This is an optimization exercise on Yosys and OpenROAD, whose aim is small area, not a production implementation. The RTL was checked by simulation tests, not by an equivalence proof against the original design.

## run D
==> module beta_test, before the edit <==
module beta_test (a, b, nbeta1, ok);
input  [7:0] a, b;
input  [4:0] nbeta1;
output       ok;
wire [7:0] d;
wire       co;
rca #(8) sub (.a(a), .b(~b), .ci(1'b1), .s(d), .co(co));
wire s = ~co;                         
wire [4:0] x = d[4:0] ^ {5{s}};       
wire c5;
rcc #(5) cmp (.a(x), .b(nbeta1), .ci(s), .co(c5));
assign ok = ~c5 & (d[7:5] == {3{s}});
endmodule
==> module line_pre, before the edit <==
module line_pre ( pix, en, nalpha1, nts1, nbeta1, tc0_l, ntc0_l, tc_c,
                  edge_on, ap, aq, con_s, dm, clip_l, clip_c, difp, difq );
input  [63:0] pix;       
input         en;        
input  [7:0]  nalpha1;   
input  [7:0]  nts1;      
input  [4:0]  nbeta1;    
input  [4:0]  tc0_l;     
input  [5:0]  ntc0_l;    
input  [4:0]  tc_c;      
output        edge_on, ap, aq, con_s;
output [5:0]  dm;
output        clip_l, clip_c;
output [5:0]  difp, difq;
wire [7:0] p2 = pix[55:48], p1 = pix[47:40], p0 = pix[39:32];
wire [7:0] q0 = pix[31:24], q1 = pix[23:16], q2 = pix[15:8];
wire [8:0] e;                                    
wire       e_co;
rca #(8) sub_e (.a(q0), .b(~p0), .ci(1'b1), .s(e[7:0]), .co(e_co));
assign e[8] = ~e_co;
wire       e_s = e[8];
wire [7:0] e_x = e[7:0] ^ {8{e_s}};
wire ca, cs;
rcc #(8) cmp_a (.a(e_x), .b(nalpha1), .ci(e_s), .co(ca));
rcc #(8) cmp_s (.a(e_x), .b(nts1),    .ci(e_s), .co(cs));
assign con_s = ~cs;
wire b_p1, b_q1;
beta_test bt_p1 (.a(p1), .b(p0), .nbeta1(nbeta1), .ok(b_p1));
beta_test bt_q1 (.a(q1), .b(q0), .nbeta1(nbeta1), .ok(b_q1));
beta_test bt_p2 (.a(p2), .b(p0), .nbeta1(nbeta1), .ok(ap));
beta_test bt_q2 (.a(q2), .b(q0), .nbeta1(nbeta1), .ok(aq));
assign edge_on = en & ~ca & b_p1 & b_q1;
wire [8:0] u;                                    
wire       u_co;
rca #(8) sub_u (.a(p1), .b(~q1), .ci(1'b1), .s(u[7:0]), .co(u_co));
assign u[8] = ~u_co;
wire [9:0] w;
wire       w_co;
rca #(10) add_w (.a({e_s, e}), .b({u[8], u[8], u[8], u[8:2]}), .ci(1'b1), .s(w), .co(w_co));
wire [8:0] delta = w[9:1];
wire       s     = delta[8];
wire [7:0] y     = delta[7:0] ^ {8{s}};    
wire       big   = |y[7:5];                
assign dm = {s, delta[4:0]};
wire [4:0] dd;
wire       dc;
rca #(5) sub_d (.a(y[4:0]), .b(~tc0_l), .ci(s), .s(dd), .co(dc));
assign clip_l = big | (dc & ((~ap & ~aq) | ((ap ^ aq) & (|dd)) | (ap & aq & (|dd[4:1]))));
wire cc5;
rcc #(5) cmp_c (.a(y[4:0]), .b(~tc_c), .ci(s), .co(cc5));
assign clip_c = big | cc5;
wire [8:0] a_c;
rca #(8) add_a (.a(p0), .b(q0), .ci(1'b1), .s(a_c[7:0]), .co(a_c[8]));
wire [7:0] avg = a_c[8:1];
p1_pre pp (.x2(p2), .x1(p1), .avg(avg), .tc0(tc0_l), .ntc0(ntc0_l), .dif(difp));
p1_pre pq (.x2(q2), .x1(q1), .avg(avg), .tc0(tc0_l), .ntc0(ntc0_l), .dif(difq));
endmodule
==> module p1_pre, before the edit <==
module p1_pre (x2, x1, avg, tc0, ntc0, dif);
input  [7:0] x2, x1, avg;
input  [4:0] tc0;
input  [5:0] ntc0;
output [5:0] dif;
wire [7:0] h_s;
wire       h_co;
rca #(8) add_h (.a(x2), .b(avg), .ci(1'b0), .s(h_s), .co(h_co));
wire [7:0] h = {h_co, h_s[7:1]};
wire [7:0] t;
wire       t_co;
rca #(8) sub_t (.a(h), .b(~x1), .ci(1'b1), .s(t), .co(t_co));
wire       t_s  = ~t_co;
wire [7:0] t_y  = t ^ {8{t_s}};
wire       c5;
rcc #(5) cmp (.a(t_y[4:0]), .b(~tc0), .ci(t_s), .co(c5));
wire       clip = (|t_y[7:5]) | c5;
assign dif = clip ? (t_s ? ntc0 : {1'b0, tc0}) : t[5:0];
endmodule
==> flow/config.mk <==
export PLATFORM = sky130hd
export DESIGN_NAME = db_filter
export DESIGN_NICKNAME = db_filter
export VERILOG_FILES = /design/flow/design.v
export SDC_FILE = /design/flow/constraint.sdc
export NUM_CORES = 8
export LEC_CHECK = 0
export CAP_MARGIN = 20
export CORE_MARGIN = 2
export CORE_UTILIZATION = 65
export SETUP_SLACK_MARGIN = 0.1
export SLEW_MARGIN = 20
==> flow/constraint.sdc <==
create_clock -name core_clock -period 9.0 [get_ports {clk}]
set_input_delay 1.8000 -clock core_clock [delete_from_list [all_inputs] [get_ports {clk}]]
set_output_delay 1.8000 -clock core_clock [all_outputs]
set_load 0.01 [all_outputs]
standard.sh (not shown) runs the stock make flow with config.mk's settings and CLKGATE_MAP_FILE= SYNTH_SCRIPT=/design/flow/synth_recipe.tcl, a recipe that flattens the netlist after the stock synthesis.
==> flow/flow/run.sh <==
#!/bin/bash
set -euo pipefail
HERE=$(pwd)
FLOWDIR=$HERE/flow

# ORFS synth.tcl with the ABC script replaced by ours
sed -e "s#-script \$abc_script#-script $FLOWDIR/abc_area.script#" \
    $FLOW_HOME/scripts/synth_preamble.tcl > $HERE/my_synth_preamble.tcl
sed -e "s#source \$::env(SCRIPTS_DIR)/synth_preamble.tcl#source $HERE/my_synth_preamble.tcl#" \
    -e "s#extract_fa {\*}\[dont_use_extract_fa_args\]#extract_fa -fa#" \
    $FLOW_HOME/scripts/synth.tcl > $HERE/my_synth.tcl
grep -q "my_synth_preamble.tcl" $HERE/my_synth.tcl
grep -q "extract_fa -fa" $HERE/my_synth.tcl
grep -q "$FLOWDIR/abc_area.script" $HERE/my_synth_preamble.tcl
# The standard flow's synthesis script, sourcing the modified synth.tcl
sed -e "s#source \$::env(SCRIPTS_DIR)/synth.tcl#source $HERE/my_synth.tcl#" \
    $HERE/synth_recipe.tcl > $HERE/my_synth_recipe.tcl
grep -q "my_synth.tcl" $HERE/my_synth_recipe.tcl
# standard.sh with our synthesis script
sed -e "s#SYNTH_SCRIPT=[^ ]*#SYNTH_SCRIPT=$HERE/my_synth_recipe.tcl#" $HERE/standard.sh > $HERE/my_standard.sh
grep -q "my_synth_recipe.tcl" $HERE/my_standard.sh

export SYNTH_ARGS="-noabc"
export BUFFER_PORTS_ARGS="-buffer_cell sky130_fd_sc_hd__buf_1"
if [[ -s $FLOWDIR/cts_args.txt ]]; then
  export CTS_ARGS="$(cat $FLOWDIR/cts_args.txt)"
fi
bash $HERE/my_standard.sh > $HERE/standard.log 2>&1
==> flow/flow/abc_area.script <==
strash
dch -f
amap
strash
dch -f
amap
==> flow/flow/cts_args.txt <==
-sink_clustering_enable -repair_clock_nets -dont_use_dummy_load -buf_list sky130_fd_sc_hd__clkbuf_8 -sink_clustering_size 18 -sink_clustering_max_diameter 70
## Diff of input files: run P against run D
diff --git a/flow/design.v b/flow/design.v
--- a/flow/design.v
+++ b/flow/design.v
@@ -98,20 +98,22 @@
 	assign c[i+1] = (a[i] & b[i]) | (c[i] & (a[i] | b[i]));
 end endgenerate
 assign co = c[W];
 endmodule
-module beta_test (a, b, nbeta1, ok);
+module beta_test (a, b, nbeta1, ok, dv);
 input  [7:0] a, b;
 input  [4:0] nbeta1;
 output       ok;
+output [5:0] dv;                      
 wire [7:0] d;
 wire       co;
 rca #(8) sub (.a(a), .b(~b), .ci(1'b1), .s(d), .co(co));
 wire s = ~co;                         
 wire [4:0] x = d[4:0] ^ {5{s}};       
 wire c5;
 rcc #(5) cmp (.a(x), .b(nbeta1), .ci(s), .co(c5));
 assign ok = ~c5 & (d[7:5] == {3{s}});
+assign dv = {s, d[4:0]};
 endmodule
 module line_pre ( pix, en, nalpha1, nts1, nbeta1, tc0_l, ntc0_l, tc_c,
                   edge_on, ap, aq, con_s, dm, clip_l, clip_c, difp, difq );
 input  [63:0] pix;       
@@ -138,12 +140,13 @@
 rcc #(8) cmp_a (.a(e_x), .b(nalpha1), .ci(e_s), .co(ca));
 rcc #(8) cmp_s (.a(e_x), .b(nts1),    .ci(e_s), .co(cs));
 assign con_s = ~cs;
 wire b_p1, b_q1;
-beta_test bt_p1 (.a(p1), .b(p0), .nbeta1(nbeta1), .ok(b_p1));
-beta_test bt_q1 (.a(q1), .b(q0), .nbeta1(nbeta1), .ok(b_q1));
-beta_test bt_p2 (.a(p2), .b(p0), .nbeta1(nbeta1), .ok(ap));
-beta_test bt_q2 (.a(q2), .b(q0), .nbeta1(nbeta1), .ok(aq));
+wire [5:0] dp1, dq1, dp2, dq2;        
+beta_test bt_p1 (.a(p1), .b(p0), .nbeta1(nbeta1), .ok(b_p1), .dv(dp1));
+beta_test bt_q1 (.a(q1), .b(q0), .nbeta1(nbeta1), .ok(b_q1), .dv(dq1));
+beta_test bt_p2 (.a(p2), .b(p0), .nbeta1(nbeta1), .ok(ap),   .dv(dp2));
+beta_test bt_q2 (.a(q2), .b(q0), .nbeta1(nbeta1), .ok(aq),   .dv(dq2));
 assign edge_on = en & ~ca & b_p1 & b_q1;
 wire [8:0] u;                                    
 wire       u_co;
 rca #(8) sub_u (.a(p1), .b(~q1), .ci(1'b1), .s(u[7:0]), .co(u_co));
@@ -162,31 +165,29 @@
 assign clip_l = big | (dc & ((~ap & ~aq) | ((ap ^ aq) & (|dd)) | (ap & aq & (|dd[4:1]))));
 wire cc5;
 rcc #(5) cmp_c (.a(y[4:0]), .b(~tc_c), .ci(s), .co(cc5));
 assign clip_c = big | cc5;
-wire [8:0] a_c;
-rca #(8) add_a (.a(p0), .b(q0), .ci(1'b1), .s(a_c[7:0]), .co(a_c[8]));
-wire [7:0] avg = a_c[8:1];
-p1_pre pp (.x2(p2), .x1(p1), .avg(avg), .tc0(tc0_l), .ntc0(ntc0_l), .dif(difp));
-p1_pre pq (.x2(q2), .x1(q1), .avg(avg), .tc0(tc0_l), .ntc0(ntc0_l), .dif(difq));
+wire [6:0] xp, xq;                               
+wire       xp_co, xq_co;
+rca #(7) sub_xp (.a({dp2[5], dp2}), .b(~{dp1, 1'b0}), .ci(1'b1), .s(xp), .co(xp_co));
+rca #(7) sub_xq (.a({dq2[5], dq2}), .b(~{dq1, 1'b0}), .ci(1'b1), .s(xq), .co(xq_co));
+wire [8:0] zp, zq;
+wire       zp_co, zq_co;
+rca #(9) add_zp (.a({xp[6], xp[6], xp}), .b({e[8], e[8:1]}), .ci(e[0]), .s(zp), .co(zp_co));
+rca #(9) sub_zq (.a({xq[6], xq[6], xq}), .b(~{e[8], e[8:1]}), .ci(1'b1), .s(zq), .co(zq_co));
+p1_pre pp (.t(zp[8:1]), .tc0(tc0_l), .ntc0(ntc0_l), .dif(difp));
+p1_pre pq (.t(zq[8:1]), .tc0(tc0_l), .ntc0(ntc0_l), .dif(difq));
 endmodule
-module p1_pre (x2, x1, avg, tc0, ntc0, dif);
-input  [7:0] x2, x1, avg;
+module p1_pre (t, tc0, ntc0, dif);
+input  [7:0] t;
 input  [4:0] tc0;
 input  [5:0] ntc0;
 output [5:0] dif;
-wire [7:0] h_s;
-wire       h_co;
-rca #(8) add_h (.a(x2), .b(avg), .ci(1'b0), .s(h_s), .co(h_co));
-wire [7:0] h = {h_co, h_s[7:1]};
-wire [7:0] t;
-wire       t_co;
-rca #(8) sub_t (.a(h), .b(~x1), .ci(1'b1), .s(t), .co(t_co));
-wire       t_s  = ~t_co;
-wire [7:0] t_y  = t ^ {8{t_s}};
+wire       t_s  = t[7];
+wire [6:0] t_y  = t[6:0] ^ {7{t_s}};
 wire       c5;
 rcc #(5) cmp (.a(t_y[4:0]), .b(~tc0), .ci(t_s), .co(c5));
-wire       clip = (|t_y[7:5]) | c5;
+wire       clip = (|t_y[6:5]) | c5;
 assign dif = clip ? (t_s ? ntc0 : {1'b0, tc0}) : t[5:0];
 endmodule
 module add_clip (x, z, ci, y);
 input  [7:0] x;
[summary]
Run P has number of global-route vias before repair below what run D had.
Diff run D -> run P: fraction of area in registers higher; maximum net fanout on the critical path lower; number of distinct library cell variants in the gate-level netlist after synthesis lower; average routed wire per standard cell higher.
Mean instance size in the synthesized netlist for run P: 0.11 sq um down relative to run D
Run P vs run D, cell total after placement went down by 47.

## separate check: timing with driven ports
The flow's constraints put no driver on any port. The routed layouts listed below were extracted and timed again, unchanged, in two steps. Step 1 (the two cells are an assumption about what drives the block):
set clk [get_ports {clk}]
set_driving_cell -lib_cell sky130_fd_sc_hd__clkbuf_16 $clk
set_driving_cell -lib_cell sky130_fd_sc_hd__buf_2 [delete_from_list [all_inputs] $clk]
Step 2 adds t to the input delays and takes it off the output delays; t is the mean of the earliest and latest rising clock arrival at the registers after step 1. Input paths then give back, and output paths get back, about the clock's delay inside the block. a / b / c = no drivers / after step 1 / after step 2; a / b = the first two.
run	t, ns	slack for setup (ns)	worst setup path at the end	clock arrival spread, ns	worst data-port slew with drivers (ns)
run D	0.753	0.274 / 0.205 / 0.337	input to output	0.116 / 0.116	0.07
run P	0.762	0.233 / 0.168 / 0.283	input to output	0.078 / 0.078	0.08
After both steps setup and hold are still met in every run listed.
